This design comes from an exercise in tuning for small area on the open sky130 flow, not from production work. The RTL was checked by simulation tests, not by an equivalence proof against the original design.

== run 1 ==
// ws_sta_4x4x1x4x1
module ws_sta_4x4x1x4x1(
  input         clock,
                reset,
  input  [7:0]  io_inputA_0,
                io_inputA_1,
                io_inputA_2,
                io_inputA_3,
                io_inputB_0,
                io_inputB_1,
                io_inputB_2,
                io_inputB_3,
                io_inputB_4,
                io_inputB_5,
                io_inputB_6,
                io_inputB_7,
                io_inputB_8,
                io_inputB_9,
                io_inputB_10,
                io_inputB_11,
                io_inputB_12,
                io_inputB_13,
                io_inputB_14,
                io_inputB_15,
  input         io_propagateB_0,
                io_propagateB_1,
                io_propagateB_2,
                io_propagateB_3,
  output [17:0] io_outputC_0,
                io_outputC_1,
                io_outputC_2,
                io_outputC_3,
                io_outputC_4,
                io_outputC_5,
                io_outputC_6,
                io_outputC_7,
                io_outputC_8,
                io_outputC_9,
                io_outputC_10,
                io_outputC_11,
                io_outputC_12,
                io_outputC_13,
                io_outputC_14,
                io_outputC_15
);
  wire [7:0] a_in [0:3];
  wire [7:0] b_in [0:15];
  wire       p_in [0:3];
  wire [17:0] c_out [0:15];
  assign a_in[0] = io_inputA_0;
  assign a_in[1] = io_inputA_1;
  assign a_in[2] = io_inputA_2;
  assign a_in[3] = io_inputA_3;
  assign b_in[0] = io_inputB_0;
  assign b_in[1] = io_inputB_1;
  assign b_in[2] = io_inputB_2;
  assign b_in[3] = io_inputB_3;
  assign b_in[4] = io_inputB_4;
  assign b_in[5] = io_inputB_5;
  assign b_in[6] = io_inputB_6;
  assign b_in[7] = io_inputB_7;
  assign b_in[8] = io_inputB_8;
  assign b_in[9] = io_inputB_9;
  assign b_in[10] = io_inputB_10;
  assign b_in[11] = io_inputB_11;
  assign b_in[12] = io_inputB_12;
  assign b_in[13] = io_inputB_13;
  assign b_in[14] = io_inputB_14;
  assign b_in[15] = io_inputB_15;
  assign p_in[0] = io_propagateB_0;
  assign p_in[1] = io_propagateB_1;
  assign p_in[2] = io_propagateB_2;
  assign p_in[3] = io_propagateB_3;
  assign io_outputC_0 = c_out[0];
  ...
export LEC_CHECK = 0
export CAP_MARGIN = 20
export CORE_MARGIN = 2
export CORE_UTILIZATION = 50
export SETUP_SLACK_MARGIN = 0.1
export SLEW_MARGIN = 20
create_clock -name core_clock -period 5.5 [get_ports {clock}]
standard.sh (not shown) runs the stock make flow with config.mk's settings and CLKGATE_MAP_FILE= SYNTH_SCRIPT=/design/flow/synth_recipe.tcl, a recipe that flattens the netlist after the stock synthesis.
==> flow/flow/run.sh <==
#!/bin/bash
# Standard ORFS layout with three changes:
#  - Yosys's generic "abc -fast" pre-mapping inside "synth" is skipped
#    (synth -noabc), so the full adders written in the RTL reach extract_fa
#    unchanged. The final ABC mapping, flattening and renaming are the standard flow's.
#  - clock tree: clkbuf_8 leaves clustering up to 15 registers, no dummy loads.
#  - port buffers use buf_1.
#  - the final ABC mapping uses ORFS's speed script without its buffer/upsize/
#    downsize steps (flow/abc_noup.script); OpenROAD sizes cells after placement.
set -euo pipefail
here=$(pwd)
sed '1s/yosys synth -nofsm -noshare/yosys synth -nofsm -noshare -noabc/' synth_recipe.tcl > "$here/flow_synth.tcl"
grep -q -- '-noabc' "$here/flow_synth.tcl"
{ sed -n 1p "$here/flow_synth.tcl"
  cat <<EOT
proc abc {args} {
  set i [lsearch -exact \$args -script]
  if {\$i >= 0} { lset args [expr {\$i + 1}] $here/flow/abc_noup.script }
  yosys abc {*}\$args
}
EOT
  sed -n '2,$p' "$here/flow_synth.tcl"; } > "$here/flow_synth2.tcl"
mv "$here/flow_synth2.tcl" "$here/flow_synth.tcl"
sed "s#SYNTH_SCRIPT=[^ ]*#SYNTH_SCRIPT=$here/flow_synth.tcl#" standard.sh > "$here/flow_standard.sh"
bash "$here/flow_standard.sh" \
  "CTS_ARGS=-sink_clustering_enable -repair_clock_nets -buf_list sky130_fd_sc_hd__clkbuf_8 -dont_use_dummy_load -sink_clustering_size 15 -sink_clustering_max_diameter 55 -sink_buffer_max_cap_derate 0.5" \
  "BUFFER_PORTS_ARGS=-buffer_cell sky130_fd_sc_hd__buf_1" \
  finish > "$here/flow_make.log" 2>&1
==> flow/flow/abc_noup.script <==
&get -n
&st
&dch
&nf
&st
&syn2
&if -g -K 6
&synch2
&nf
&st
&syn2
&if -g -K 6
&synch2
&nf
&st
&syn2
&if -g -K 6
&synch2
&nf
&st
&syn2
&if -g -K 6
&synch2
&nf
&st
&syn2
&if -g -K 6
&synch2
&nf
&put
topo
stime -c
diff inputs: run 1 => run 2
Settings: a deleted SETUP_SLACK_MARGIN that had been 0.1.
==> run notes <==
- | clock skew | run 2 vs run 1 | ≈ equal |
- Between run 2 and run 1, the final cell count figures differ only marginally.
- On number of buffers inserted during clock tree synthesis: between run 2 and run 1, it ends up lower for run 1.

what the ideal ports hide:
The results above use ideal ports. As a check the final layouts listed here were re-extracted and re-timed, cells and wires unchanged.
Step 1 (the two cells are an assumption about what drives the block):
set clk [get_ports {clock}]
set_driving_cell -lib_cell sky130_fd_sc_hd__clkbuf_16 $clk
set_driving_cell -lib_cell sky130_fd_sc_hd__buf_2 [delete_from_list [all_inputs] $clk]
Step 2 also shifts input and output timing later by t, the mid clock arrival at the registers, as if the neighbouring blocks saw the same clock.
a / b / c = ideal ports / drivers / drivers and shift; a / b = the first two.
| run | t, ns | slack for setup (ns) | hold WS [ns] | clock arrival spread, ns | worst slew at a driven data input, ns |
|---|---|---|---|---|---|
| run 1 | 1.196 | 0.193 / 0.127 / 0.193 | 0.136 / 0.054 / 0.269 | 0.135 / 0.135 | 0.13 |
| run 2 | 1.192 | 0.099 / 0.032 / 0.099 | 0.159 / 0.072 / 0.259 | 0.122 / 0.123 | 0.07 |
After both steps every run listed still meets setup and hold.
